From an optimization exercise on the open Yosys and OpenROAD flow, aimed at small area and a short achievable clock period; shortcuts taken in it are not production practice.
RTL that was checked went through simulation tests only; none was proved equivalent to the original.
The RTL of runs 3 to 6 was laid out without a check of its function.
No run shown here takes its clock network from TritonCTS; it comes from the design's own scripts or RTL.
The clock input has no modelled driver; a real chip could not lean on it and would need a root buffer or a full tree.
Power is estimated from default activity; no workload was simulated.

==> flow/config.mk <==
export PLATFORM = sky130hd
export DESIGN_NAME = SPI_Wrapper
export DESIGN_NICKNAME = SPI_Wrapper
export VERILOG_FILES = /design/flow/design.v
export SDC_FILE = /design/flow/constraint.sdc
export NUM_CORES = 4
export LEC_CHECK = 0
export ABC_AREA = 1
export CAP_MARGIN = 40
export CORE_MARGIN = 2
export CORE_UTILIZATION = 50
export PLACE_DENSITY = 0.65
export SETUP_SLACK_MARGIN = 2.2
export SLEW_MARGIN = 40
==> flow/constraint.sdc <==
create_clock -name core_clock -period 4.0 [get_ports {CLK}]
set_input_delay 0.8000 -clock core_clock [delete_from_list [all_inputs] [get_ports {CLK}]]
set_output_delay 0.8000 -clock core_clock [all_outputs]
set_load 0.01 [all_outputs]
==> flow/design.v <==
module SPI_SLAVE (
    input  wire       CLK,
    input  wire       rst_n,
    input  wire       MOSI,
    input  wire       SS_n,
    input  wire       tx_valid,
    input  wire [2:0] ph,          
    input  wire       tx_bit,      
    output reg  [2:0] tx_pos,
    output reg        MISO,
    output reg  [9:0] rx_data,
    output reg        rx_valid
);
    localparam IDLE      = 3'b000;
    localparam CHK_CMD   = 3'b001;
    localparam WRITE     = 3'b010;
    localparam READ_ADDR = 3'b011;
    localparam READ_DATA = 3'b100;
    reg       read_flag;
    reg [3:0] ser_cnt;
    reg [2:0] CS;
    reg [2:0] NS;
    always @(posedge CLK, negedge rst_n) begin
        if (!rst_n) CS <= IDLE;
        else        CS <= NS;
    end
    always @(*) begin
        case (CS)
        IDLE      : NS = SS_n ? IDLE : CHK_CMD;
        CHK_CMD   : NS = SS_n ? IDLE : (!MOSI ? WRITE : (read_flag ? READ_DATA : READ_ADDR));
        WRITE     : NS = SS_n ? IDLE : WRITE;
        READ_ADDR : NS = SS_n ? IDLE : READ_ADDR;
        READ_DATA : NS = SS_n ? IDLE : READ_DATA;
        default   : NS = IDLE;
        endcase
    end
    always @(posedge CLK, negedge rst_n) begin
        if (!rst_n)                read_flag <= 1'b0;
        else if (CS == READ_ADDR)  read_flag <= 1'b1;
        else if (CS == READ_DATA)  read_flag <= 1'b0;
    end
    wire rx_rec_en = (CS == WRITE) || (CS == READ_ADDR) || (CS == READ_DATA && !tx_valid);
    wire tx_ser_en = (CS == READ_DATA) && tx_valid;
    wire tx_shift  = tx_ser_en && ser_cnt != 4'd8;
    wire cnt_inc   = (rx_rec_en && ser_cnt != 4'd10) || tx_shift;
    wire [3:0] cnt_next = cnt_inc ? ser_cnt + 1'b1 : 4'd0;
    always @(posedge CLK)
        rx_data <= {rx_data[8:0], MOSI};
    always @(posedge CLK, negedge rst_n) begin
        if (!rst_n) begin
            ser_cnt  <= 4'b0;
            rx_valid <= 1'b0;
            MISO     <= 1'b0;
        end
        else begin
            ser_cnt  <= cnt_next;
            rx_valid <= cnt_inc && ser_cnt == 4'd9;
            if (tx_shift) MISO <= tx_bit;
        end
    end
    always @(posedge CLK)
        tx_pos <= cnt_inc ? tx_pos : ph;
endmodule
module RAM (
    input  wire       CLK,
    input  wire       rst_n,
    input  wire [9:0] din,
    input  wire       rx_valid,
    input  wire [2:0] tx_pos,
    output reg  [2:0] ph,
    output reg        tx_valid,
    output wire       tx_bit
);
    integer r, p, j;
    always @(posedge CLK)
        case (ph)
        3'd0: ph <= 3'd1;
        3'd1: ph <= 3'd2;
        3'd2: ph <= 3'd3;
        3'd3: ph <= 3'd4;
        3'd4: ph <= 3'd5;
        3'd5: ph <= 3'd6;
        3'd6: ph <= 3'd7;
        3'd7: ph <= 3'd0;
        default: ph <= 3'd0;
        endcase
    reg [7:0]  address;
    reg [15:0] asel;
    always @(posedge CLK, negedge rst_n) begin
        if (!rst_n) begin
            address  <= 8'b0;
            asel     <= 16'b1;
            tx_valid <= 1'b0;
        end
        else if (rx_valid) begin
            if (!din[8]) begin
                address <= din[7:0];
                asel    <= 16'b1 << din[3:0];
            end
            tx_valid <= din[9] & din[8];
        end
    end
    reg [7:0]  wdata;
    reg [15:0] whi;
    reg [15:0] wlo;
    reg [2:0]  wcnt;
    reg        wbit;
    wire       wload = rx_valid && din[9:8] == 2'b01;
    always @(posedge CLK) begin
        if (wload) begin
            wdata <= din[7:0];
            whi   <= 16'b1 << address[7:4];
            wlo   <= asel;
            wcnt  <= 3'd0;
        end
        else begin
            if (wcnt == 3'd7) whi <= 16'b0;
            wcnt <= wcnt + 1'b1;
        end
    end
    wire [2:0] wpos = ~(ph + 3'd1);
    always @(posedge CLK)
        wbit <= wload ? din[wpos] : wdata[wpos];
    reg [2047:0] mem;
    always @(posedge CLK)
        for (r = 0; r < 256; r = r + 1) begin
            for (p = 1; p < 8; p = p + 1)
                mem[8*r+p] <= mem[8*r+p-1];
            mem[8*r] <= (whi[r/16] && wlo[r%16]) ? wbit : mem[8*r+7];
        end
    reg [15:0] m1;
    reg        b;
    always @(posedge CLK)
        for (r = 0; r < 16; r = r + 1) begin
            b = 1'b0;
            for (j = 0; j < 16; j = j + 1)
                b = b | (asel[j] & mem[8*(16*r + j)]);
            m1[r] <= b;
        end
    reg [7:0] S;
    always @(posedge CLK)
        S <= {S[6:2], m1[address[7:4]], S[0], S[7]};
    assign tx_bit = S[tx_pos];
endmodule
module SPI_Wrapper (
    input  wire CLK,
    input  wire rst_n,
    input  wire SS_n,
    input  wire MOSI,
    output wire MISO
);
    wire [9:0] rx_data;
    wire [2:0] tx_pos;
    wire [2:0] ph;
    wire       rx_valid;
    wire       tx_valid;
    wire       tx_bit;
    SPI_SLAVE SLAVE (
        .CLK(CLK),
        .rst_n(rst_n),
        .SS_n(SS_n),
        .MOSI(MOSI),
        .tx_valid(tx_valid),
        .ph(ph),
        .tx_bit(tx_bit),
        .tx_pos(tx_pos),
        .MISO(MISO),
        .rx_data(rx_data),
        .rx_valid(rx_valid)
    );
    RAM RAM (
        .CLK(CLK),
        .rst_n(rst_n),
        .din(rx_data),
        .rx_valid(rx_valid),
        .tx_pos(tx_pos),
        .ph(ph),
        .tx_valid(tx_valid),
        .tx_bit(tx_bit)
    );
endmodule
==> flow/flow/run.sh <==
#!/bin/bash
# The standard layout, with the clock tree built by flow/cts_hook.tcl.
set -euo pipefail
W=$(pwd)
bash standard.sh PRE_CTS_TCL="$W/flow/cts_hook.tcl" finish > "$W/orfs_make.log" 2>&1
==> flow/flow/cts_hook.tcl <==
# Runs before ORFS's CTS step: builds a two-level clock tree (the clock port
# drives 4 buf_16, each driving a quarter of the leaf buffers, each leaf
# buffer a buf_12 driving a compact cluster of flip-flops), then stands in for
# clock_tree_synthesis so the rest of cts.tcl (legalisation, repair) runs as usual.
source [file join [file dirname [info script]] mytree.tcl]
set ::mytree_leafn 30
set ::mytree_nmid 4
set ::mytree_leaf_cell sky130_fd_sc_hd__buf_12
set ::mytree_mid_cell sky130_fd_sc_hd__buf_16
mytree_build

# The MISO port buffer: a plain buf_4, kept from later resizing (the resizer
# otherwise may pick one of the slow delay buffers of the same footprint).
set block [ord::get_db_block]
foreach it [[[$block findBTerm MISO] getNet] getITerms] {
  if {[$it isOutputSignal]} {
    set drv [$it getInst]
    replace_cell [$drv getName] sky130_fd_sc_hd__buf_4
    # replace_cell leaves the new cell's supply pins unconnected
    foreach {pin net} {VPWR VDD VPB VDD VGND VSS VNB VSS} {
      [$drv findITerm $pin] connect [$block findNet $net]
    }
    set_dont_touch [get_cells [$drv getName]]
    puts "MISO port buffer [$drv getName] set to buf_4"
  }
}

proc clock_tree_synthesis {args} {
  puts "clock_tree_synthesis: tree built by cts_hook.tcl"
  set_propagated_clock [all_clocks]
}
==> flow/flow/mytree.tcl <==
# Two-level clock tree: the clock port drives NMID mid buffers, each driving
# leaf buffers; each leaf buffer drives a compact cluster of about LEAFN flops.
proc mytree_build {} {
  set block [ord::get_db_block]
  set db [ord::get_db]
  set lib_master [$db findMaster $::mytree_mid_cell]
  set leaf_master [$db findMaster $::mytree_leaf_cell]
  set clknet [$block findNet CLK]
  set pts {}
  foreach it [$clknet getITerms] {
    set inst [$it getInst]
    set bb [$inst getBBox]
    set x [expr {([$bb xMin] + [$bb xMax]) / 2}]
    set y [expr {([$bb yMin] + [$bb yMax]) / 2}]
    lappend pts [list $x $y $it]
  }
  set n [llength $pts]
  set k [expr {int(ceil(double($n) / $::mytree_leafn))}]
  set bands [expr {max(1, int(round(sqrt($k))))}]
  set pts [lsort -integer -index 1 $pts]
  # split into bands with a whole number of clusters each
  set clusters {}
  set start 0
  for {set b 0} {$b < $bands} {incr b} {
    set kb [expr {($k * ($b + 1)) / $bands - ($k * $b) / $bands}]
    set cnt [expr {(($n * (($k * ($b + 1)) / $bands)) / $k) - $start}]
    if {$b == $bands - 1} { set cnt [expr {$n - $start}] }
    set band [lsort -integer -index 0 [lrange $pts $start [expr {$start + $cnt - 1}]]]
    set start [expr {$start + $cnt}]
    set bn [llength $band]
    set s 0
    for {set c 0} {$c < $kb} {incr c} {
      set e [expr {($bn * ($c + 1)) / $kb}]
      lappend clusters [lrange $band $s [expr {$e - 1}]]
      set s $e
    }
  }
  # leaf buffers
  set leaves {}
  set i 0
  foreach cl $clusters {
    set sx 0; set sy 0
    foreach p $cl { set sx [expr {$sx + [lindex $p 0]}]; set sy [expr {$sy + [lindex $p 1]}] }
    set cx [expr {$sx / [llength $cl]}]; set cy [expr {$sy / [llength $cl]}]
    set inst [odb::dbInst_create $block $leaf_master "ctsleaf_$i"]
    $inst setLocation $cx $cy
    $inst setPlacementStatus PLACED
    set net [odb::dbNet_create $block "clknet_leaf_$i"]
    $net setSigType CLOCK
    [$inst findITerm X] connect $net
    foreach p $cl {
      set it [lindex $p 2]
      $it disconnect
      $it connect $net
    }
    lappend leaves [list $cx $cy $inst]
    incr i
  }
  # mid buffers: split leaves into NMID groups (by x halves then y halves)
  set groups [list $leaves]
  set axis 0
  while {[llength $groups] < $::mytree_nmid} {
    set ng {}
    foreach g $groups {
      set g [lsort -integer -index $axis $g]
      set h [expr {[llength $g] / 2}]
      lappend ng [lrange $g 0 [expr {$h - 1}]] [lrange $g $h end]
    }
    set groups $ng
    set axis [expr {1 - $axis}]
  }
  set j 0
  foreach g $groups {
    set sx 0; set sy 0
    foreach p $g { set sx [expr {$sx + [lindex $p 0]}]; set sy [expr {$sy + [lindex $p 1]}] }
    set cx [expr {$sx / [llength $g]}]; set cy [expr {$sy / [llength $g]}]
    set inst [odb::dbInst_create $block $lib_master "ctsmid_$j"]
    $inst setLocation $cx $cy
    $inst setPlacementStatus PLACED
    set net [odb::dbNet_create $block "clknet_mid_$j"]
    $net setSigType CLOCK
    [$inst findITerm X] connect $net
    foreach p $g { [[lindex $p 2] findITerm A] connect $net }
    [$inst findITerm A] connect $clknet
    incr j
  }
  $clknet setSigType CLOCK
  puts "mytree: $n sinks, [llength $clusters] leaves, $j mids"
}
==> flow/standard.sh <==
#!/bin/bash
# synth_recipe.tcl (not shown) runs the flow's synth.tcl, then flattens the netlist and writes it again
# the make line also repeats each setting of config.mk as NAME=value (left out here)
make -C /OpenROAD-flow-scripts/flow DESIGN_CONFIG=/design/flow/config.mk WORK_HOME=/design/flow/orfs CLKGATE_MAP_FILE= SYNTH_SCRIPT=/design/flow/synth_recipe.tcl "${@:-finish}"
==> impl_metrics.py, run 1 <==
metrics = {
    "outcome": {
        "status": "timing/DRC/antenna clean",
    },
    "final_layout": {
        "drive_gt1_share_pct": 4.67,
        "layout.nets": 3417,
        "regArea_mm2": 0.0439,
        "mostFrequentLayoutCell": "dfxtp_1",
        "multi_input_area_mm2": 0.00538,
        "antenna_cells": 0,
        "syn_to_final_growth_pct": 6.27,
        "layout_common_cells": "dfxtp_1, nand2_1, a21oi_1",
        "n_fill_cell": 7968,
    },
    "power_and_ir_drop": {
        "p_comb_share_pct": 0.4,
        "p_sw_mw": 5.84,
        "p_per_area_mw_per_mm2": 574,
        "netSwitchingFraction_pct": 19.1,
        "clkPwrFrac_pct": 28.7,
        "leakage_nw": 20.6,
        "internal-power_mw": 24.7,
        "seq_power_share_pct": 70.9,
        "irDropWorstVdd_uv": 552,
    },
    "synth": {
        "synth_top_area_share_pct": 83.5,
        "synth_seq_area_share_pct": 87.6,
        "ys.flop_type": "dfxtp_1",
        "synth_cell_types": 32,
        "synthCells": 3421,
        "yosys.area.top_type": "dfxtp_1",
        "synth_nets": 3433,
        "synth_edf_count": 43,
        "synth_area_mm2": 0.0501,
        "synth_area_leaders": "dfxtp_1, a31oi_1, a21oi_1, edfxtp_1, nand2_1",
        "synth-async-reset-ratio_pct": 1.43,
        "synth-seq-cells": 2163,
        "synth.avg_cell_area_um2": 14.6,
        "ys_warn_count": 2,
    },
    "setup_path": {
        "arrival_ns": 1.00,
        "r2r_cells": 5,
        "path_class": "register to output port",
        "worst-path-buf-inv": 1,
        "cp_max_fo": 2,
        "critPathCaptureType": "output port",
        "start_kind": "register",
        "path_cells": "buf_4",
        "cp_slowest_cell": "dfrtp_1",
        "worst-path-stages": 1,
        "crit_required_ns": 3.20,
        "critPathTopFamily": "flip-flops",
        "crit_path_max_incr_delay_ns": 0.39,
    },
    "clock_network": {
        "clkLatencyLatePin_ns": 0.49,
        "path_clk_slew_ns": 0.10,
    },
    "timing": {
        "fin_worst_skew_ns": 0.0264,
        "final-setup-viol-count": 0,
        "worstMarginPinSlew_ns": 0.919,
        "post-route-period-util_pct": 45.0,
        "slew_violations": 0,
        "hold_viol_final": 0,
        "max_freq_ghz": 0.555,
        "max_slew_margin_pct": 38.8,
        "fin_ws_ns": 2.20,
        "fin_setup_tns_ns": 0,
        "rsz0062_at_grt": "yes",
        "fin_crit_ns": 1.80,
    },
    "global_route": {
        "grt_max_degree": 121,
        "grt_pass1_vias": 20977,
        "overflow": 0,
        "antenna_found_initial": 3,
        "grt_first_pass_wirelength_um": 127000,
        "grtUsageTotal_pct": 16.2,
    },
    "detailed_routing": {
        "ant_nets": 0,
        "drt-initial-drc-count": 1656,
        "vias_per_cell": 4.82,
        "num_vias": 22648,
        "drc": 0,
        "drt-pass1-iter-count": 5,
        "wire_per_inst_um": 18.2,
        "wl_um": 85400,
    },
    "die": {
        "initial_core_util_pct": 50.3,
        "dieWidth_um": 321,
        "io_pins": 5,
        "dieArea_mm2": 0.103,
        "core.rowCount": 116,
        "die_y_um": 321,
        "coreArea_mm2": 0.0997,
    },
    "placed_design": {
        "io_buffer_count": 4,
        "gp_congestion": 0.766,
        "dpl.hpwl_um": 50300,
        "dpl_worst_slack_ns": 2.16,
    },
    "flow_run": {
        "max_cap_viol_count": 0,
    },
    "hold_path": {
        "hp-class": "input pin to asynchronous set/reset pin",
    },
}
[path summary, 6_finish.rpt]
kind	startpoint	to	slack (ns)
setup / recovery	SLAVE.MISO$_DFFE_PN0P_	MISO	2.20
hold / removal	rst_n	SLAVE.CS[1]$_DFF_PN0_	0.28
setup reg to reg	RAM.asel[5]$_DFFE_PN0P_	RAM.m1[0]$_DFF_P_	2.26
hold reg to reg	RAM.mem[1573]$_DFF_P_	RAM.mem[1574]$_DFF_P_	0.32
max in group asynchronous	rst_n	RAM.asel[1]$_DFFE_PN0P_	3.17
min in group core_clock	RAM.mem[1573]$_DFF_P_	RAM.mem[1574]$_DFF_P_	0.32
[kinds of logic after synthesis]
kind of cell	synth area share, %
XOR/XNOR	0.0524
buffers and inverters	1.70
adder cells (fa/ha/maj)	0.200
AND/OR/NAND/NOR	4.05
flip-flops	87.6
AO/OA/AOI/OAI	6.41
[power groups by stage]
stage / clock network (mW) / registers, mW / logic, mW
2_1_floorplan: 0 / 22.2 / 0.0959
3_3_place_gp: 0 / 22.2 / 0.124
3_5_place_dp: 0 / 22.2 / 0.127
4_1_cts: 8.99 / 21.7 / 0.129
5_1_grt: 9.72 / 21.7 / 0.151
6_report: 8.77 / 21.7 / 0.128
[registers in the layout (all words and copies together), names as in the netlist]
register and count:
RAM.mem 2048, RAM.asel 16, RAM.m1 16, RAM.whi 16
RAM.wlo 16, SLAVE.rx_data 10, RAM.S 8, RAM.wdata 8
RAM.address 4, SLAVE.ser_cnt 4, RAM.ph 3, RAM.wcnt 3
SLAVE.CS 3, SLAVE.tx_pos 3, RAM.tx_valid 1, RAM.wbit 1
SLAVE.MISO 1, SLAVE.read_flag 1, SLAVE.rx_valid 1
[metrics by stage]
step	cell area (µm²)	std cells	utilization (%)	hold WS [ns]	total power, mW
3_3_place_gp	51400	4605	51.6	0.310	22.3
4_1_cts	53200	4698	53.4	0.262	30.8
5_1_grt	53200	4701	53.4	0.276	31.5
2_1_floorplan	50100	3421	-	0.310	22.2
3_5_place_dp	51600	4620	51.8	0.312	22.3
6_report	53200	4701	53.4	0.276	30.6
[metal layers]
| metal | routed length [µm] | global-route usage, % | up-vias |
|---|---|---|---|
| met2 | 36300 | 24.7 | 506 |
| met1 | 43000 | 24.9 | 10840 |
| met5 | 13 | 0 | - |
| li1 | - | - | 11165 |
| met3 | 3670 | 1.58 | 135 |
| met4 | 2420 | 4.11 | 2 |
[synth_stat cells, types with 3 or more instances]
library cell / instances
edfxtp_1: 43
nand3b_1: 3
o21ai_0: 27
dfrtp_1: 30
a221oi_1: 4
dfxtp_1: 2089
nand3_1: 34
a21oi_1: 262
nor3_1: 22
inv_1: 48
nand2_2: 5
a31oi_1: 257
nand4_1: 57
clkbuf_1: 114
nor2_1: 49
nand2_1: 299
a22o_1: 10
buf_2: 46
ha_1: 8
[area by class of cell]
class	instances	area share, %
Buffer	77	2.95
Inverter	48	0.388
Multi-Input combinational cell	1050	10.1
Sequential cell	2163	82.4
Tap cell	1298	3.05
Timing Repair Buffer	65	1.07
[timing repair]
action,CTS,global route
hold buffers,0,0
gates resized for setup,0,4
pin swaps,1,0
setup endpoints to repair,17,74
buffers inserted,0,3
cloned,1,0
==> inputs of run 2 (changes only) <==
--- a/flow/config.mk
+++ b/flow/config.mk
@@ -10,4 +10,4 @@
 export CORE_MARGIN = 2
-export CORE_UTILIZATION = 50
-export PLACE_DENSITY = 0.65
+export CORE_UTILIZATION = 55
+export PLACE_DENSITY = 0.7
 export SETUP_SLACK_MARGIN = 2.2
==> impl_metrics.py, run 2 <==
metrics = {
    "synth": {
        "synth.most_common_cell": "dfxtp_1",
        "synth_seq_area_share_pct": 87.6,
        "netlist_top_cells_count": "dfxtp_1, nand2_1, a21oi_1, a31oi_1, clkbuf_1",
        "ys.flop_type": "dfxtp_1",
        "synthCells": 3421,
        "synth_area_leaders": "dfxtp_1, a31oi_1, a21oi_1, edfxtp_1, nand2_1",
        "yosys.area.top_type": "dfxtp_1",
        "synth_nets": 3433,
        "synth_cell_types": 32,
        "synth_edf_count": 43,
        "synth-async-reset-ratio_pct": 1.43,
        "synth.avg_cell_area_um2": 14.6,
        "synth_area_mm2": 0.0501,
        "synth-seq-cells": 2163,
        "synth_top_area_share_pct": 83.5,
        "ys_warn_count": 2,
    },
    "die": {
        "core.rowCount": 110,
        "coreArea_mm2": 0.0901,
        "die_y_um": 306,
        "dieArea_mm2": 0.0935,
        "dieWidth_um": 306,
        "initial_core_util_pct": 55.6,
        "io_pins": 5,
    },
    "setup_path": {
        "critPathCaptureType": "output port",
        "cp_slowest_cell": "dfrtp_1",
        "cp_max_fo": 2,
        "critPathTopFamily": "flip-flops",
        "arrival_ns": 1.02,
        "path_cells": "buf_4",
        "r2r_slack_ns": 2.28,
        "crit_path_max_incr_delay_ns": 0.41,
        "worst-path-buf-inv": 1,
        "start_kind": "register",
        "crit_required_ns": 3.20,
        "path_class": "register to output port",
    },
    "power_and_ir_drop": {
        "internal-power_mw": 24.7,
        "irDropWorstVdd_uv": 422,
        "p_comb_share_pct": 0.4,
        "p_total_mw": 30.5,
        "netSwitchingFraction_pct": 19.0,
        "p_per_area_mw_per_mm2": 575,
        "seq_power_share_pct": 71.0,
        "p_sw_mw": 5.81,
        "leakage_nw": 20.6,
        "clkPwrFrac_pct": 28.6,
    },
    "global_route": {
        "antenna_found_initial": 1,
        "grt_max_degree": 124,
        "overflow": 0,
        "grt_first_pass_wirelength_um": 129000,
        "grtUsageTotal_pct": 18.1,
        "grt_pass1_vias": 21243,
    },
    "final_layout": {
        "layout.nets": 3416,
        "multi_input_area_mm2": 0.00538,
        "n_fill_cell": 6709,
        "regArea_mm2": 0.0439,
        "syn_to_final_growth_pct": 5.95,
        "drive_gt1_share_pct": 4.53,
        "fin_cells": 4578,
        "largest_register_ffs": 2048,
        "regMostFlops": "RAM.mem",
        "layout_common_cells": "dfxtp_1, nand2_1, a21oi_1",
        "antenna_cells": 0,
        "mostFrequentLayoutCell": "dfxtp_1",
    },
    "timing": {
        "slew_violations": 0,
        "max_slew_margin_pct": 43.7,
        "max_freq_ghz": 0.548,
        "fin_worst_skew_ns": 0.0196,
        "rsz0062_at_grt": "yes",
        "post-route-period-util_pct": 45.6,
        "final-setup-viol-count": 0,
        "fin_setup_tns_ns": 0,
        "fin_crit_ns": 1.82,
        "worstMarginPinSlew_ns": 0.845,
        "hold_viol_final": 0,
    },
    "flow_run": {
        "max_cap_viol_count": 0,
    },
    "placed_design": {
        "io_buffer_count": 4,
        "dpl.cell_count": 4498,
        "dpl.hpwl_um": 54600,
        "gp_congestion": 0.822,
    },
    "clock_network": {
        "cts_hold_buf": 0,
        "path_clk_slew_ns": 0.11,
        "postCtsSetupBuffers": 0,
        "clkLatencyLatePin_ns": 0.48,
    },
    "detailed_routing": {
        "num_vias": 22907,
        "drt-pass1-iter-count": 6,
        "drc": 0,
        "wire_per_inst_um": 18.9,
        "drt-initial-drc-count": 2088,
        "vias_per_cell": 5.00,
        "wl_um": 86500,
        "ant_nets": 0,
    },
    "hold_path": {
        "hp-class": "register to register",
    },
    "outcome": {
        "status": "timing/DRC/antenna clean",
    },
}
-- run 2: cell counts after synthesis --
No cell type changed its count.
-- run 2: cell type report --
type / instances / area share, %
Buffer: 77 / 2.96
Inverter: 48 / 0.363
Multi-Input combinational cell: 1050 / 10.1
Sequential cell: 2163 / 82.7
Tap cell: 1176 / 2.77
Timing Repair Buffer: 64 / 1.10
-- run 2: timing repair --
action | 4_1_cts | 5_1_grt
setup endpoints to repair | 13 | 17
pin swaps | 0 | 1
gates cloned | 0 | 1
resized for setup | 2 | 0
-- run 2: metal layers --
layer / routed length, µm / vias up / GRT usage [%]
li1: - / 11186 / -
met1: 42300 / 10911 / 28.1
met2: 36000 / 652 / 26.5
met3: 5430 / 158 / 2.30
met4: 2810 / 0 / 5.14
met5: 0 / - / 0
-- run 2: worst paths after layout --
path | endpoint | cells past startpoint | startpoint
min in group asynchronous | SLAVE.CS[0]$_DFF_PN0_ | 2 | rst_n
min reg2reg | RAM.mem[1173]$_DFF_P_ | 0 | RAM.mem[1172]$_DFF_P_
max in group asynchronous | RAM.asel[0]$_DFFE_PN1P_ | 2 | rst_n
min | RAM.mem[1173]$_DFF_P_ | 0 | RAM.mem[1172]$_DFF_P_
max reg2reg | RAM.mem[1232]$_DFF_P_ | 3 | RAM.wlo[10]$_DFFE_PP_
max | MISO | 1 | SLAVE.MISO$_DFFE_PN0P_
-- run 2: power groups by stage --
| stage | clock (mW) | combinational (mW) | sequential, mW |
|---|---|---|---|
| 2_1_floorplan | 0 | 0.0959 | 22.2 |
| 3_3_place_gp | 0 | 0.122 | 22.2 |
| 3_5_place_dp | 0 | 0.128 | 22.2 |
| 4_1_cts | 8.91 | 0.128 | 21.7 |
| 5_1_grt | 9.63 | 0.152 | 21.7 |
| 6_report | 8.74 | 0.127 | 21.7 |
-- run 2: cell families (layout without fill, tap and decap cells) --
| group | Yosys count | after routing | share of synthesized area (%) |
|---|---|---|---|
| AOI/OAI and AO/OA | 565 | 565 | 6.41 |
| adders and majority gates | 8 | 8 | 0.200 |
| and+or+nand+nor | 473 | 474 | 4.05 |
| DFF | 2163 | 2163 | 87.6 |
| xor gates and xnor gates | 3 | 3 | 0.0524 |
| buffers and inverters | 209 | 189 | 1.70 |
-- run 2: per-stage QoR --
stage / hold slack, ns / instance area (µm²) / util, % / worst slack (ns)
after floorplan: 0.310 / 50100 / - / 2.51
after global placement: 0.309 / 51300 / 56.9 / 2.16
after detailed placement: 0.312 / 51500 / 57.1 / 2.10
after CTS: 0.325 / 53100 / 58.9 / 2.17
after global routing: 0.329 / 53100 / 58.9 / 2.14
final: 0.322 / 53100 / 58.9 / 2.18
-- run 2: worst register-to-register path, delay by kind of cell (launching register included) --
family / cells / cell delay [ns]
AO/OA/AOI/OAI: 2 / 0.31
buffers and inverters: 1 / 0.48
flip-flops: 1 / 0.86
==> inputs of run 3 (changes only) <==
--- a/flow/design.v
+++ b/flow/design.v
@@ -86,4 +86,3 @@
         endcase
-    reg [7:0]  address;
-    reg [15:0] asel;
+    reg [7:0] address;
     always @(posedge CLK, negedge rst_n) begin
@@ -91,3 +90,2 @@
             address  <= 8'b0;
-            asel     <= 16'b1;
             tx_valid <= 1'b0;
@@ -95,6 +93,3 @@
         else if (rx_valid) begin
-            if (!din[8]) begin
-                address <= din[7:0];
-                asel    <= 16'b1 << din[3:0];
-            end
+            if (!din[8]) address <= din[7:0];
             tx_valid <= din[9] & din[8];
@@ -102,8 +97,9 @@
     end
-    reg [7:0]  wdata;
-    reg [15:0] whi;
-    reg [15:0] wlo;
-    reg [2:0]  wcnt;
-    reg        wbit;
-    wire       wload = rx_valid && din[9:8] == 2'b01;
+    reg [7:0] wdata;
+    reg [7:0] waddr;
+    reg       wact;
+    reg [2:0] wcnt;
+    reg [2:0] wpos;
+    reg       wbit;
+    wire      wload = rx_valid && din[9:8] == 2'b01;
     always @(posedge CLK) begin
@@ -111,4 +107,4 @@
             wdata <= din[7:0];
-            whi   <= 16'b1 << address[7:4];
-            wlo   <= asel;
+            waddr <= address;
+            wact  <= 1'b1;
             wcnt  <= 3'd0;
@@ -116,3 +112,3 @@
         else begin
-            if (wcnt == 3'd7) whi <= 16'b0;
+            if (wcnt == 3'd7) wact <= 1'b0;
             wcnt <= wcnt + 1'b1;
@@ -120,5 +116,8 @@
     end
-    wire [2:0] wpos = ~(ph + 3'd1);
-    always @(posedge CLK)
+    wire [15:0] whi = wact ? 16'b1 << waddr[7:4] : 16'b0;
+    wire [15:0] wlo = 16'b1 << waddr[3:0];
+    always @(posedge CLK) begin
+        wpos <= ~(ph + 3'd2);
         wbit <= wload ? din[wpos] : wdata[wpos];
+    end
     reg [2047:0] mem;
@@ -130,4 +129,5 @@
         end
-    reg [15:0] m1;
-    reg        b;
+    wire [15:0] asel = 16'b1 << address[3:0];
+    reg  [15:0] m1;
+    reg         b;
     always @(posedge CLK)
==> flow/flow/cts_hook.tcl (replaced) <==
# Runs before ORFS's CTS step: builds a two-level clock tree (the clock port
# drives 4 clkbuf_16, each driving a quarter of the leaf buffers, each leaf
# driving a compact cluster of flip-flops), then stands in for
# clock_tree_synthesis so the rest of cts.tcl (legalisation, repair) runs as usual.
source [file join [file dirname [info script]] mytree.tcl]
set ::mytree_leafn 30
set ::mytree_nmid 4
set ::mytree_leaf_cell sky130_fd_sc_hd__clkbuf_16
mytree_build
proc clock_tree_synthesis {args} {
  puts "clock_tree_synthesis: tree built by cts_hook.tcl"
  set_propagated_clock [all_clocks]
}
--- a/flow/flow/mytree.tcl
+++ b/flow/flow/mytree.tcl
@@ -5,3 +5,3 @@
   set db [ord::get_db]
-  set lib_master [$db findMaster $::mytree_mid_cell]
+  set lib_master [$db findMaster sky130_fd_sc_hd__clkbuf_16]
   set leaf_master [$db findMaster $::mytree_leaf_cell]
--- a/flow/config.mk
+++ b/flow/config.mk
@@ -10,5 +10,4 @@
 export CORE_MARGIN = 2
-export CORE_UTILIZATION = 55
-export PLACE_DENSITY = 0.7
-export SETUP_SLACK_MARGIN = 2.2
+export CORE_UTILIZATION = 40
+export SETUP_SLACK_MARGIN = 2.15
 export SLEW_MARGIN = 40
==> impl_metrics.py, run 3 <==
metrics = {
    "synth": {
        "yosys.area.top_type": "dfxtp_1",
        "synth.avg_cell_area_um2": 14.2,
        "netlist_top_cells_count": "dfxtp_1, a21oi_1, a31oi_1, nand4_1, nand2_1",
        "synthAdderAreaFrac_pct": 0.250,
        "synth.most_common_cell": "dfxtp_1",
        "synth_area_mm2": 0.0500,
        "synth_area_leaders": "dfxtp_1, a31oi_1, a21oi_1, nand4_1, edfxtp_1",
        "synth_compound_area_share_pct": 6.32,
        "synthXorXnorAreaFrac_pct": 0.0526,
        "synth_top_family_by_area": "compound AO/OA/AOI/OAI gates",
        "synthCells": 3507,
        "synth_top_area_share_pct": 83.9,
        "synth_edf_count": 19,
        "synth-seq-cells": 2131,
        "ys.flop_type": "dfxtp_1",
        "synth_seq_area_share_pct": 86.0,
        "synthSimpleGateAreaFrac_pct": 5.16,
        "ys_warn_count": 2,
        "synth_nets": 3521,
        "synth_cell_types": 29,
        "synth_mux_area_share_pct": 0,
        "synth-async-reset-ratio_pct": 0.892,
    },
    "placed_design": {
        "dpl_worst_slack_ns": 1.24,
        "gp_congestion": 0.765,
        "io_buffer_count": 4,
        "dpl.hpwl_um": 53500,
    },
    "detailed_routing": {
        "drt-initial-drc-count": 1771,
        "ant_nets": 0,
        "drc": 0,
        "num_vias": 23790,
        "drt-pass1-iter-count": 5,
        "vias_per_cell": 4.61,
        "wl_um": 91700,
        "wire_per_inst_um": 17.8,
    },
    "timing": {
        "fin_worst_skew_ns": 0.0197,
        "post-route-period-util_pct": 46.4,
        "worstMarginPinSlew_ns": 0.969,
        "max_slew_margin_pct": 35.4,
        "slew_violations": 0,
        "final-setup-viol-count": 0,
        "fin_ws_ns": 2.14,
        "fin_setup_tns_ns": 0,
        "rsz0062_at_grt": "yes",
        "fin_crit_ns": 1.86,
        "max_freq_ghz": 0.539,
        "hold_viol_final": 0,
    },
    "die": {
        "dieWidth_um": 357,
        "die_y_um": 357,
        "initial_core_util_pct": 40.4,
        "dieArea_mm2": 0.128,
        "io_pins": 5,
        "core.rowCount": 129,
        "coreArea_mm2": 0.124,
    },
    "setup_path": {
        "reg2reg_to": "RAM.m1[5]$_DFF_P_",
        "critPathCaptureType": "output port",
        "arrival_ns": 1.06,
        "path_class": "register to output port",
        "cp_slowest_cell": "dfrtp_1",
        "cp_max_fo": 2,
        "r2r_slack_ns": 2.17,
        "start_kind": "register",
        "crit_path_max_incr_delay_ns": 0.41,
        "critPathTopFamily": "flip-flops",
        "reg2reg_from": "RAM.address[0]$_DFFE_PN0P_",
        "path_cells": "buf_2",
        "worst-path-buf-inv": 1,
        "crit_required_ns": 3.20,
        "r2r_cells": 9,
    },
    "global_route": {
        "antenna_found_initial": 1,
        "grt_pass1_vias": 22382,
        "overflow": 0,
        "grt_max_degree": 148,
        "grt_first_pass_wirelength_um": 137000,
        "grtUsageTotal_pct": 13.8,
    },
    "power_and_ir_drop": {
        "p_per_area_mw_per_mm2": 553,
        "irDropWorstVdd_uv": 504,
        "leakage_nw": 21.0,
    },
    "final_layout": {
        "largest_registers": "RAM.mem: 2048 flops, RAM.m1: 16 flops, SLAVE.rx_data: 10 flops",
        "drive_gt1_share_pct": 7.55,
        "multi_input_area_mm2": 0.00617,
        "syn_to_final_growth_pct": 10.1,
        "antenna_cells": 0,
        "mostFrequentLayoutCell": "dfxtp_1",
        "regArea_mm2": 0.0430,
        "n_fill_cell": 10949,
        "layout_common_cells": "dfxtp_1, a21oi_1, a31oi_1",
        "regMostFlops": "RAM.mem",
        "largest_register_ffs": 2048,
        "layout.nets": 3538,
    },
    "flow_run": {
        "max_cap_viol_count": 0,
    },
    "hold_path": {
        "hp-class": "input pin to asynchronous set/reset pin",
    },
    "clock_network": {
        "path_clk_slew_ns": 0.11,
        "cts_hold_buf": 0,
        "clkLatencyLatePin_ns": 0.52,
    },
    "outcome": {
        "status": "timing/DRC/antenna clean",
    },
}
-- run 3: changes by cell type after synthesis, sizes merged, moves of 24 or more --
cell	previous run	this run
nand4	57	185
edfxtp	43	19
nor2	50	123
buf	47	90
clkbuf	114	90
nand2	304	152
nand3	34	63
inv	48	91
-- run 3: worst max-delay path by stage --
stage	depth (start not counted)	slack [ns]	endpoint	from
finish	1	2.14	MISO	SLAVE.MISO$_DFFE_PN0P_
floorplan	8	2.28	RAM.wbit$_DFF_P_	SLAVE.rx_valid$_DFF_PN0_
CTS	9	2.11	RAM.m1[0]$_DFF_P_	RAM.address[2]$_DFFE_PN0P_
global placement	7	1.28	RAM.m1[0]$_DFF_P_	RAM.address[3]$_DFFE_PN0P_
global route	1	2.11	MISO	SLAVE.MISO$_DFFE_PN0P_
detailed placement	7	1.24	RAM.m1[0]$_DFF_P_	RAM.address[3]$_DFFE_PN0P_
-- run 3: repair_timing --
item,in CTS,in global routing
endpoints found under the hold margin,0,0
setup endpoints to repair,155,121
gates resized for setup,51,51
setup buffers,45,13
pin swaps,17,12
cloned,3,6
-- run 3: metal layers --
layer  wire [µm]  GRT usage [%]
met1       46600           21.3
met3        4670           1.70
met4        1700           2.63
met5           0              0
met2       38700           20.7
-- run 3: report_power, final --
group	total [mW]	leakage (nW)	internal (mW)	switching, mW
combinational	0.121	2.75	0.0426	0.0789
sequential	21.3	17.3	21.3	0.0352
clock	8.98	0.937	3.39	5.59
total	30.4	21.0	24.7	5.70
-- run 3: cells by family (layout without fill, tap and decap cells) --
group | after synthesis | in the layout
and+or+nand+nor | 528 | 531
buffers and inverters | 273 | 285
xor gates and xnor gates | 3 | 3
AOI/OAI and AO/OA | 562 | 562
DFF | 2131 | 2131
adders and majority gates | 10 | 10
-- run 3: final cells by class --
| cell class | count | area share [%] |
|---|---|---|
| inverters | 93 | 0.739 |
| plain buffers | 76 | 3.46 |
| well taps | 1637 | 3.72 |
| flip-flops and latches | 2131 | 78.1 |
| repair buffers | 116 | 2.76 |
| multi-input cells | 1106 | 11.2 |
-- run 3: stage by stage --
stage	utilization (%)	hold WS [ns]	total power, mW	cell area, µm²	instances
final	44.4	0.241	30.4	55000	5159
after CTS	44.1	0.235	30.6	54600	5140
after global placement	41.7	0.309	21.9	51700	5001
after global routing	44.4	0.239	31.4	55000	5159
after detailed placement	42.0	0.312	21.9	52000	5016
after floorplan	-	0.310	21.9	50000	3507
==> inputs of run 4 (changes only) <==
--- a/flow/config.mk
+++ b/flow/config.mk
@@ -7,3 +7,2 @@
 export LEC_CHECK = 0
-export ABC_AREA = 1
 export CAP_MARGIN = 40
==> impl_metrics.py, run 4 <==
metrics = {
    "hold_path": {
        "hp-class": "input pin to asynchronous set/reset pin",
    },
    "timing": {
        "hold_viol_final": 0,
        "holdWs_ns": 0.223,
        "worstMarginPinSlew_ns": 0.759,
        "slew_violations": 0,
        "max_slew_margin_pct": 49.3,
        "max_freq_ghz": 0.503,
        "rsz0062_at_grt": "yes",
        "final-setup-viol-count": 0,
        "fin_ws_ns": 2.01,
        "post-route-period-util_pct": 49.7,
        "fin_setup_tns_ns": 0,
        "fin_crit_ns": 1.99,
        "fin_worst_skew_ns": 0.0237,
    },
    "outcome": {
        "status": "timing/DRC/antenna clean",
    },
    "detailed_routing": {
        "num_vias": 22358,
        "vias_per_cell": 4.46,
        "drt-pass1-iter-count": 5,
        "wl_um": 97400,
        "ant_nets": 0,
        "drc": 0,
        "drt-initial-drc-count": 1653,
        "wire_per_inst_um": 19.4,
    },
    "synth": {
        "ys.flop_type": "dfxtp_1",
        "ys_warn_count": 2,
        "synth_nets": 3209,
        "synth_seq_area_share_pct": 84.8,
        "synth_top_area_share_pct": 82.7,
        "synth_cell_types": 66,
        "synth-seq-cells": 2131,
        "yosys.area.top_type": "dfxtp_1",
        "synth-async-reset-ratio_pct": 0.892,
        "synth.most_common_cell": "dfxtp_1",
        "synth_area_leaders": "dfxtp_1, mux2_2, nor2_1, edfxtp_1, nand2_1",
        "synth.avg_cell_area_um2": 15.9,
        "synth_edf_count": 19,
        "synthCells": 3195,
        "synth_area_mm2": 0.0506,
        "netlist_top_cells_count": "dfxtp_1, mux2_2, nor2_1, nand2_1, clkbuf_1",
    },
    "clock_network": {
        "cts_hold_buf": 0,
        "path_clk_slew_ns": 0.11,
        "clkLatencyLatePin_ns": 0.53,
    },
    "final_layout": {
        "layout.nets": 3381,
        "layout_common_cells": "dfxtp_1, mux2_2, nand2_1",
        "multi_input_area_mm2": 0.00878,
        "regArea_mm2": 0.0430,
        "mostFrequentLayoutCell": "dfxtp_1",
        "regMostFlops": "RAM.mem",
        "n_fill_cell": 10716,
        "syn_to_final_growth_pct": 14.6,
        "largest_registers": "RAM.mem: 2048 flops, RAM.m1: 16 flops, SLAVE.rx_data: 10 flops",
        "drive_gt1_share_pct": 23.4,
        "largest_register_ffs": 2048,
        "post-route-cell-area_mm2": 0.0580,
    },
    "die": {
        "initial_core_util_pct": 40.3,
        "die_y_um": 360,
        "coreArea_mm2": 0.126,
        "dieArea_mm2": 0.129,
        "dieWidth_um": 360,
        "io_pins": 5,
        "core.rowCount": 130,
    },
    "placed_design": {
        "dpl_worst_slack_ns": 1.21,
        "dpl.hpwl_um": 56000,
        "gp_congestion": 0.778,
        "io_buffer_count": 4,
        "placed_area_mm2": 0.0527,
    },
    "power_and_ir_drop": {
        "clkPwrFrac_pct": 29.7,
        "seq_power_share_pct": 70.1,
        "irDropWorstVdd_uv": 446,
        "netSwitchingFraction_pct": 18.8,
        "p_sw_mw": 5.71,
        "p_comb_share_pct": 0.3,
        "p_per_area_mw_per_mm2": 524,
        "p_total_mw": 30.4,
        "leakage_nw": 22.2,
        "internal-power_mw": 24.7,
    },
    "flow_run": {
        "max_cap_viol_count": 0,
    },
    "global_route": {
        "grt_first_pass_wirelength_um": 138000,
        "grt_pass1_vias": 21056,
        "grtUsageTotal_pct": 14.0,
        "grt_max_degree": 97,
        "overflow": 0,
        "antenna_found_initial": 2,
    },
    "setup_path": {
        "reg2reg_to": "RAM.mem[560]$_DFF_P_",
        "r2r_cells": 7,
        "crit_required_ns": 4.41,
        "r2r_slack_ns": 2.01,
        "critPathCaptureType": "register",
        "reg2reg_from": "RAM.waddr[7]$_DFFE_PP_",
        "cp_max_fo": 8,
        "path_class": "register to register",
        "arrival_ns": 2.40,
        "start_kind": "register",
    },
}
run 4: how the worst max path moves through the flow:
| stage | cells past startpoint | slack [ns] | end | start |
|---|---|---|---|---|
| floorplan | 6 | 2.17 | RAM.mem[688]$_DFF_P_ | RAM.waddr[5]$_DFFE_PP_ |
| global placement | 4 | 1.20 | RAM.m1[14]$_DFF_P_ | RAM.address[3]$_DFFE_PN0P_ |
| detailed placement | 4 | 1.21 | RAM.m1[14]$_DFF_P_ | RAM.address[3]$_DFFE_PN0P_ |
| CTS | 5 | 2.01 | RAM.mem[880]$_DFF_P_ | RAM.waddr[0]$_DFFE_PP_ |
| global route | 5 | 1.95 | RAM.mem[720]$_DFF_P_ | RAM.waddr[7]$_DFFE_PP_ |
| finish | 7 | 2.01 | RAM.mem[560]$_DFF_P_ | RAM.waddr[7]$_DFFE_PP_ |
run 4: layer usage:
metal	vias to the layer above	GRT usage, %	share of wire, %
met5	-	0	0.023
met4	4	2.92	2.8
met3	170	1.50	5.3
met2	527	21.9	43
met1	10944	21.1	49
li1	10713	-	-
run 4: power by group through the flow:
stage	clock (mW)	sequential (mW)	combinational (mW)
floorplan	0	21.8	0.0612
global placement	0	21.8	0.0755
detailed placement	0	21.8	0.0784
CTS	9.24	21.3	0.0792
global route	9.96	21.3	0.0935
finish	9.03	21.3	0.0794
run 4: through the flow:
stage | utilization [%] | cells
2_1_floorplan | - | 3195
3_3_place_gp | 41.8 | 4769
4_1_cts | 45.0 | 4959
5_1_grt | 46.2 | 5015
3_5_place_dp | 41.9 | 4776
6_report | 46.2 | 5016
run 4: what timing repair did:
item / 4_1_cts / 5_1_grt
gates resized for setup: 204 / 234
gates cloned: 6 / 10
pin swaps: 21 / 66
endpoints found under the setup margin: 275 / 293
hold endpoints to repair: 0 / 0
buffers inserted: 101 / 46
run 4: cell families (layout without fill, tap and decap cells):
group	count (synthesis)	count (layout)	synth area share [%]
other cells	0	1	0
fa+ha+maj	10	10	0.247
simple gates	459	466	4.11
xor+xnor	3	3	0.0519
mux	326	326	7.54
flops	2131	2131	84.8
compound gates	147	147	2.22
buf+inv	119	282	1.03
run 4: layout make-up:
cell class,instances,area share [%]
timing repair buffer,190,3.87
buffer,76,3.28
antenna,1,0.00431
tap,1650,3.56
multi-input combinational,952,15.1
sequential,2131,74.0
inverter,16,0.134
run 4: worst max-delay path, cell delays in order, from the launching register on:
cell,delay (ns)
edfxtp_1,0.48
or3b_4,0.43
buf_12,0.15
nor2b_4,0.13
buf_12,0.14
buf_12,0.15
nand2_1,0.07
mux2_1,0.30
==> inputs of run 5 (changes only) <==
--- a/flow/design.v
+++ b/flow/design.v
@@ -86,6 +86,13 @@
         endcase
-    reg [7:0] address;
+    reg [7:4]  address;
+    reg [15:0] asel;
+    reg        zflag;
+    always @(posedge CLK)
+        if (rx_valid && !din[8]) begin
+            address <= din[7:4];
+            asel    <= 16'b1 << din[3:0];
+        end
     always @(posedge CLK, negedge rst_n) begin
         if (!rst_n) begin
-            address  <= 8'b0;
+            zflag    <= 1'b1;
             tx_valid <= 1'b0;
@@ -93,3 +100,3 @@
         else if (rx_valid) begin
-            if (!din[8]) address <= din[7:0];
+            if (!din[8]) zflag <= 1'b0;
             tx_valid <= din[9] & din[8];
@@ -97,9 +104,11 @@
     end
-    reg [7:0] wdata;
-    reg [7:0] waddr;
-    reg       wact;
-    reg [2:0] wcnt;
-    reg [2:0] wpos;
-    reg       wbit;
-    wire      wload = rx_valid && din[9:8] == 2'b01;
+    wire [15:0] rsel = zflag ? 16'b1 : asel;
+    wire [7:4]  rhi  = zflag ? 4'b0 : address;
+    reg [7:0]  wdata;
+    reg [15:0] whi;
+    reg        wz;
+    reg [2:0]  wcnt;
+    reg [2:0]  wpos;
+    reg        wbit;
+    wire       wload = rx_valid && din[9:8] == 2'b01;
     always @(posedge CLK) begin
@@ -107,4 +116,4 @@
             wdata <= din[7:0];
-            waddr <= address;
-            wact  <= 1'b1;
+            whi   <= 16'b1 << rhi;
+            wz    <= zflag;
             wcnt  <= 3'd0;
@@ -112,3 +121,3 @@
         else begin
-            if (wcnt == 3'd7) wact <= 1'b0;
+            if (wcnt == 3'd7) whi <= 16'b0;
             wcnt <= wcnt + 1'b1;
@@ -116,4 +125,3 @@
     end
-    wire [15:0] whi = wact ? 16'b1 << waddr[7:4] : 16'b0;
-    wire [15:0] wlo = 16'b1 << waddr[3:0];
+    wire [15:0] wlo = wz ? 16'b1 : asel;
     always @(posedge CLK) begin
@@ -129,6 +137,6 @@
         end
-    wire [15:0] asel = 16'b1 << address[3:0];
-    reg  [15:0] m1;
-    reg         b;
-    always @(posedge CLK)
+    reg [15:0] m1;
+    reg [3:0]  m2;
+    reg        b;
+    always @(posedge CLK) begin
         for (r = 0; r < 16; r = r + 1) begin
@@ -136,8 +144,11 @@
             for (j = 0; j < 16; j = j + 1)
-                b = b | (asel[j] & mem[8*(16*r + j)]);
+                b = b | (rsel[j] & mem[8*(16*r + j)]);
             m1[r] <= b;
         end
+        for (r = 0; r < 4; r = r + 1)
+            m2[r] <= m1[4*r + rhi[5:4]];
+    end
     reg [7:0] S;
     always @(posedge CLK)
-        S <= {S[6:2], m1[address[7:4]], S[0], S[7]};
+        S <= {S[6:3], m2[rhi[7:6]], S[1:0], S[7]};
     assign tx_bit = S[tx_pos];
--- a/flow/config.mk
+++ b/flow/config.mk
@@ -10,3 +10,3 @@
 export CORE_UTILIZATION = 40
-export SETUP_SLACK_MARGIN = 2.15
+export SETUP_SLACK_MARGIN = 2.3
 export SLEW_MARGIN = 40
==> impl_metrics.py, run 5 <==
metrics = {
    "outcome": {
        "status": "timing/DRC/antenna clean",
    },
    "die": {
        "core.rowCount": 130,
        "die_y_um": 360,
        "dieArea_mm2": 0.129,
        "coreArea_mm2": 0.126,
        "io_pins": 5,
        "dieWidth_um": 360,
        "initial_core_util_pct": 40.3,
    },
    "setup_path": {
        "critPathTopFamily": "flip-flops",
        "reg2reg_from": "RAM.wz$_DFFE_PP_",
        "worst-path-buf-inv": 1,
        "cp_max_fo": 2,
        "reg2reg_to": "RAM.mem[1488]$_DFF_P_",
        "start_kind": "register",
        "r2r_slack_ns": 2.19,
        "crit_path_max_incr_delay_ns": 0.40,
        "cp_slowest_cell": "dfrtp_1",
        "critPathCaptureType": "output port",
        "arrival_ns": 1.06,
        "crit_required_ns": 3.20,
        "path_cells": "buf_2",
        "path_class": "register to output port",
        "r2r_cells": 6,
    },
    "synth": {
        "synth_nets": 3160,
        "synth_cell_types": 46,
        "ys.flop_type": "dfxtp_1",
        "ys_warn_count": 2,
        "synth.avg_cell_area_um2": 16.1,
        "synth_area_leaders": "dfxtp_1, mux2_2, edfxtp_1, nand2_1, a22oi_1",
        "synthCells": 3148,
        "synth-seq-cells": 2155,
        "synth_seq_area_share_pct": 86.3,
        "synth_edf_count": 48,
        "synth_area_mm2": 0.0506,
        "netlist_top_cells_count": "dfxtp_1, nand2_1, mux2_2, a22oi_1, clkbuf_1",
        "synth_top_area_share_pct": 82.9,
        "synth-async-reset-ratio_pct": 0.557,
        "synth.most_common_cell": "dfxtp_1",
        "yosys.area.top_type": "dfxtp_1",
    },
    "detailed_routing": {
        "ant_nets": 0,
        "drc": 0,
        "num_vias": 21271,
        "wire_per_inst_um": 18.8,
        "drt-pass1-iter-count": 5,
        "drt-initial-drc-count": 1523,
        "wl_um": 91600,
        "vias_per_cell": 4.37,
    },
    "hold_path": {
        "hold_depth": 0,
        "hp-start": "RAM.mem[77]$_DFF_P_",
        "hp-class": "register to register",
        "worstHoldEndpoint": "RAM.mem[78]$_DFF_P_",
    },
    "timing": {
        "fin_worst_skew_ns": 0.0271,
        "post-route-period-util_pct": 46.4,
        "fin_ws_ns": 2.14,
        "fin_crit_ns": 1.86,
        "rsz0062_at_grt": "yes",
        "max_freq_ghz": 0.539,
        "max_slew_margin_pct": 37.6,
        "slew_violations": 0,
        "hold_viol_final": 0,
        "final-setup-viol-count": 0,
        "fin_setup_tns_ns": 0,
        "worstMarginPinSlew_ns": 0.937,
    },
    "final_layout": {
        "syn_to_final_growth_pct": 9.77,
        "regMostFlops": "RAM.mem",
        "largest_register_ffs": 2048,
        "layout.nets": 3227,
        "drive_gt1_share_pct": 14.4,
        "mostFrequentLayoutCell": "dfxtp_1",
        "layout_common_cells": "dfxtp_1, nand2_1, mux2_2",
        "antenna_cells": 0,
    },
    "power_and_ir_drop": {
        "netSwitchingFraction_pct": 18.7,
        "p_comb_share_pct": 0.3,
        "p_per_area_mw_per_mm2": 553,
        "p_sw_mw": 5.76,
        "clkPwrFrac_pct": 29.5,
        "irDropWorstVdd_uv": 387,
        "seq_power_share_pct": 70.2,
        "leakage_nw": 22.0,
        "internal-power_mw": 25.0,
    },
    "flow_run": {
        "max_cap_viol_count": 0,
    },
    "global_route": {
        "grt_first_pass_wirelength_um": 130000,
        "grtUsageTotal_pct": 13.2,
        "antenna_found_initial": 3,
        "overflow": 0,
        "grt_max_degree": 96,
        "grt_pass1_vias": 19978,
    },
    "placed_design": {
        "gp_congestion": 0.775,
        "dpl_worst_slack_ns": 1.60,
        "io_buffer_count": 4,
        "dpl.hpwl_um": 54800,
    },
    "clock_network": {
        "path_clk_slew_ns": 0.11,
        "clkLatencyLatePin_ns": 0.53,
    },
}
-- run 5: cell count changes after synthesis, sizes merged, moves of 12 or more --
cell    delta
a221oi    -14
a222oi    +16
a22oi     +79
a32oi     -14
buf       +16
edfxtp    +29
mux2      -19
mux2i     -23
nand2    +149
nand4     +12
nor2     -151
-- run 5: worst max-delay path by stage --
stage / start / end / slack, ns / depth (start not counted)
6_report: SLAVE.MISO$_DFFE_PN0P_ / MISO / 2.14 / 1
5_1_grt: SLAVE.MISO$_DFFE_PN0P_ / MISO / 2.09 / 1
4_1_cts: SLAVE.MISO$_DFFE_PN0P_ / MISO / 2.10 / 1
3_5_place_dp: RAM.wz$_DFFE_PP_ / RAM.mem[160]$_DFF_P_ / 1.60 / 4
3_3_place_gp: RAM.wz$_DFFE_PP_ / RAM.mem[680]$_DFF_P_ / 1.58 / 3
2_1_floorplan: RAM.wz$_DFFE_PP_ / RAM.mem[0]$_DFF_P_ / 2.48 / 6
-- run 5: cell type report --
cell class	instances	area, µm²
fill	11024	70000
multi-input combinational	855	6430
timing repair buffer	117	1450
tap	1650	2060
inverter	10	37.5
sequential	2155	43700
buffer	76	1900
-- run 5: kinds of logic after synthesis --
logic type               after synthesis  share of synthesized area (%)
flip-flops                          2155                           86.3
AND/OR/NAND/NOR                      420                           3.51
multiplexers                         273                           6.28
AO/OA/AOI/OAI                        150                           2.15
buffers and inverters                139                           1.51
adder cells (fa/ha/maj)                8                          0.198
XOR/XNOR                               3                         0.0519
-- run 5: timing repair --
action	CTS	global route
buffers inserted	36	21
cloned	0	7
hold endpoints to repair	0	0
hold buffers	0	0
resized for setup	51	70
pin swaps	5	15
setup endpoints to repair	288	101
-- run 5: through the flow --
step	cell area, µm²	util, %	cells	total power, mW	hold WS (ns)
6_report	55600	44.3	4863	30.8	0.325
5_1_grt	55600	44.3	4863	31.7	0.336
4_1_cts	55000	43.8	4835	31.0	0.323
3_5_place_dp	52500	41.8	4723	22.2	0.312
3_3_place_gp	52300	41.6	4704	22.2	0.310
2_1_floorplan	50600	-	3148	22.1	0.310
-- run 5: routing by layer --
metal,vias up,share of wire (%),GRT usage (%)
met5,-,0.027,0
met4,4,2.1,2.36
met3,113,4.2,1.11
met2,389,44,21.1
met1,10515,49,19.8
li1,10250,-,-
-- run 5: power by group through the flow --
stage | logic, mW | clock network [mW] | registers, mW
floorplan | 0.0728 | 0 | 22.1
global placement | 0.0929 | 0 | 22.1
detailed placement | 0.0951 | 0 | 22.1
CTS | 0.0959 | 9.31 | 21.6
global route | 0.120 | 10.0 | 21.6
finish | 0.105 | 9.07 | 21.6
==> inputs of run 6 (changes only) <==
--- a/flow/config.mk
+++ b/flow/config.mk
@@ -7,6 +7,8 @@
 export LEC_CHECK = 0
+export ABC_AREA = 1
 export CAP_MARGIN = 40
 export CORE_MARGIN = 2
-export CORE_UTILIZATION = 40
-export SETUP_SLACK_MARGIN = 2.3
+export CORE_UTILIZATION = 65
+export PLACE_DENSITY = 0.75
+export SETUP_SLACK_MARGIN = 2.2
 export SLEW_MARGIN = 40
==> impl_metrics.py, run 6 <==
metrics = {
    "die": {
        "io_pins": 5,
        "core.rowCount": 101,
        "dieArea_mm2": 0.0796,
        "coreArea_mm2": 0.0762,
        "die_y_um": 282,
        "initial_core_util_pct": 66.0,
        "dieWidth_um": 282,
    },
    "synth": {
        "yosys.area.top_type": "dfxtp_1",
        "ys.flop_type": "dfxtp_1",
        "synth_cell_types": 36,
        "netlist_top_cells_count": "dfxtp_1, nand2_1, o21ai_0, nor2_1, clkbuf_1",
        "synth-seq-cells": 2155,
        "synth.most_common_cell": "dfxtp_1",
        "synth_edf_count": 48,
        "synthCells": 3635,
        "ys_warn_count": 2,
        "synth.avg_cell_area_um2": 13.8,
        "synth_nets": 3647,
        "synth_top_area_share_pct": 83.4,
        "synth_seq_area_share_pct": 86.9,
        "synth-async-reset-ratio_pct": 0.557,
        "synth_area_mm2": 0.0503,
        "synth_area_leaders": "dfxtp_1, nand2_1, edfxtp_1, o21ai_0, nand4_1",
    },
    "final_layout": {
        "layout_common_cells": "dfxtp_1, nand2_1, o21ai_0",
        "mostFrequentLayoutCell": "dfxtp_1",
        "largest_register_ffs": 2048,
        "antenna_cells": 0,
        "layout.nets": 3707,
        "regMostFlops": "RAM.mem",
        "n_fill_cell": 4821,
        "syn_to_final_growth_pct": 7.81,
        "drive_gt1_share_pct": 5.85,
        "fin_util_pct": 71.1,
        "post-route-cell-area_mm2": 0.0542,
    },
    "setup_path": {
        "arrival_ns": 2.29,
        "crit_required_ns": 4.40,
        "crit_path_max_incr_delay_ns": 0.67,
        "critPathTopFamily": "simple AND/OR/NAND/NOR gates",
        "path_class": "register to register",
        "start_kind": "register",
        "worst-path-buf-inv": 2,
        "path_cells": "buf_12 -> nor2_4 -> buf_12 -> nand2_2 -> nand4_1 -> nor2_2 -> nand2_1",
        "cp_common_cell": "buf_12",
        "r2r_slack_ns": 2.12,
        "cp_slowest_cell": "dfstp_4",
        "critPathCaptureType": "register",
        "cp_max_fo": 5,
    },
    "detailed_routing": {
        "drt-pass1-iter-count": 6,
        "wl_um": 91000,
        "drt-initial-drc-count": 2318,
        "num_vias": 23824,
        "vias_per_cell": 5.04,
        "drc": 0,
        "ant_nets": 0,
        "wire_per_inst_um": 19.3,
    },
    "clock_network": {
        "path_clk_slew_ns": 0.12,
        "cts_hold_buf": 0,
        "clkLatencyLatePin_ns": 0.53,
    },
    "timing": {
        "fin_setup_tns_ns": 0,
        "rsz0062_at_grt": "yes",
        "worstMarginPinSlew_ns": 0.872,
        "max_freq_ghz": 0.531,
        "fin_crit_ns": 1.88,
        "holdWs_ns": 0.322,
        "fin_worst_skew_ns": 0.0355,
        "final-setup-viol-count": 0,
        "fin_ws_ns": 2.12,
        "post-route-period-util_pct": 47.1,
        "hold_viol_final": 0,
        "max_slew_margin_pct": 41.8,
        "slew_violations": 0,
    },
    "global_route": {
        "grt_pass1_vias": 22674,
        "grt_first_pass_wirelength_um": 136000,
        "antenna_found_initial": 0,
        "overflow": 0,
        "grtUsageTotal_pct": 22.7,
        "grt_max_degree": 93,
    },
    "power_and_ir_drop": {
        "leakage_nw": 21.9,
        "irDropWorstVdd_uv": 402,
        "p_per_area_mw_per_mm2": 567,
    },
    "hold_path": {
        "hp-class": "register to register",
    },
    "flow_run": {
        "max_cap_viol_count": 0,
    },
    "placed_design": {
        "dpl.hpwl_um": 54900,
        "placed_area_mm2": 0.0515,
        "io_buffer_count": 4,
        "dpl_worst_slack_ns": 1.51,
        "gp_congestion": 0.827,
    },
    "outcome": {
        "status": "timing/DRC/antenna clean",
    },
}
==> run 6: cell count changes in the layout (fill, tap and decap cells not counted), moves of 28 or more <==
cell / previous run / this run
nand2_1: 288 / 771
o21ai_0: 14 / 231
mux2_2: 205 / 0
a22oi_1: 93 / 4
inv_1: 10 / 56
nand4_1: 17 / 59
mux2_1: 32 / 0
nor2_4: 0 / 28
==> run 6: where the power goes <==
part	total (mW)	internal [mW]	switching, mW
clock	9.02	3.40	5.62
combinational	0.125	0.0455	0.0796
sequential	21.6	21.6	0.0385
==> run 6: final timing paths <==
path / depth (start not counted) / start / endpoint
setup / recovery: 7 / RAM.zflag$_DFFE_PN1P_ / RAM.m1[14]$_DFF_P_
hold / removal: 0 / RAM.mem[1794]$_DFF_P_ / RAM.mem[1795]$_DFF_P_
setup reg to reg: 7 / RAM.zflag$_DFFE_PN1P_ / RAM.m1[14]$_DFF_P_
hold reg to reg: 0 / RAM.mem[1794]$_DFF_P_ / RAM.mem[1795]$_DFF_P_
max in group asynchronous: 1 / rst_n / RAM.tx_valid$_DFFE_PN0P_
min in group asynchronous: 1 / rst_n / SLAVE.rx_valid$_DFF_PN0_
==> run 6: cell families after synthesis <==
family          share of synthesized area [%]
simple gates                             8.37
buf+inv                                  1.44
fa+ha+maj                               0.199
flops                                    86.9
compound gates                           3.04
xor+xnor                               0.0523
==> run 6: worst register-to-register path, cell delays in order (launching register included) <==
cell,delay (ns)
dfstp_4,0.67
buf_12,0.14
nor2_4,0.06
buf_12,0.15
nand2_2,0.05
nand4_1,0.32
nor2_2,0.27
nand2_1,0.09
==> run 6: layout make-up <==
| class | instances | area [µm²] | area share [%] |
|---|---|---|---|
| Tap cell | 1030 | 1290 | 2.38 |
| Timing Repair Buffer | 80 | 1050 | 1.94 |
| Multi-Input combinational cell | 1319 | 6010 | 11.1 |
| Sequential cell | 2155 | 43700 | 80.6 |
| Inverter | 63 | 259 | 0.478 |
| Buffer | 76 | 1900 | 3.51 |
==> run 6: per-stage QoR <==
| step | std cells | power [mW] |
|---|---|---|
| after floorplan | 3635 | 22.2 |
| after global placement | 4587 | 22.2 |
| after detailed placement | 4602 | 22.2 |
| after CTS | 4715 | 30.8 |
| after global routing | 4723 | 31.6 |
| final | 4723 | 30.7 |
==> run 6: per-layer routing <==
layer  part of all wire, %  track usage [%]  up-vias
li1                      -                -    11503
met1                    47             34.6    11486
met2                    44             35.2      671
met3                   5.9             2.39      164
met4                   2.9             5.65        0
met5                     0                0        -
==> run 6: timing repair <==
action,4_1_cts,5_1_grt
setup buffers,36,3
setup endpoints to repair,207,35
gates resized for setup,36,38
pin swaps,18,31
cloned,1,3

-- port drivers added, routing unchanged --
No port has a modelled driver above. Below, the same layouts with a new extraction and two added sets of constraints. Step 1 (the two cells are an assumption about what drives the block):
set clk [get_ports {CLK}]
set_driving_cell -lib_cell sky130_fd_sc_hd__clkbuf_16 $clk
set_driving_cell -lib_cell sky130_fd_sc_hd__buf_2 [delete_from_list [all_inputs] $clk]
Step 2 adds t to the input delays and takes it off the output delays; t is the mean of the earliest and latest rising clock arrival at the registers after step 1. Input paths then give back, and output paths get back, about the clock's delay inside the block. a / b / c = no drivers / after step 1 / after step 2; a / b = the first two.
| run | t (ns) | setup slack, ns | worst setup path after step 2 | clock arrival spread, ns |
|---|---|---|---|---|
| run 1 | 0.626 | 2.199 / 2.043 / 2.259 | register to register | 0.035 / 0.036 |
| run 2 | 0.627 | 2.176 / 2.018 / 2.275 | register to register | 0.023 / 0.023 |
| run 3 | 0.653 | 2.144 / 2.001 / 2.168 | register to register | 0.025 / 0.025 |
| run 4 | 0.654 | 2.013 / 2.012 / 2.013 | register to register | 0.026 / 0.026 |
| run 5 | 0.660 | 2.144 / 1.997 / 1.995 | input to register | 0.031 / 0.032 |
| run 6 | 0.651 | 2.115 / 2.005 / 2.115 | register to register | 0.038 / 0.038 |
After both steps every run listed still meets setup and hold. The setup slack of run 5, which loses most, moves by -0.147 ns with the drivers and by -0.149 ns with both steps.
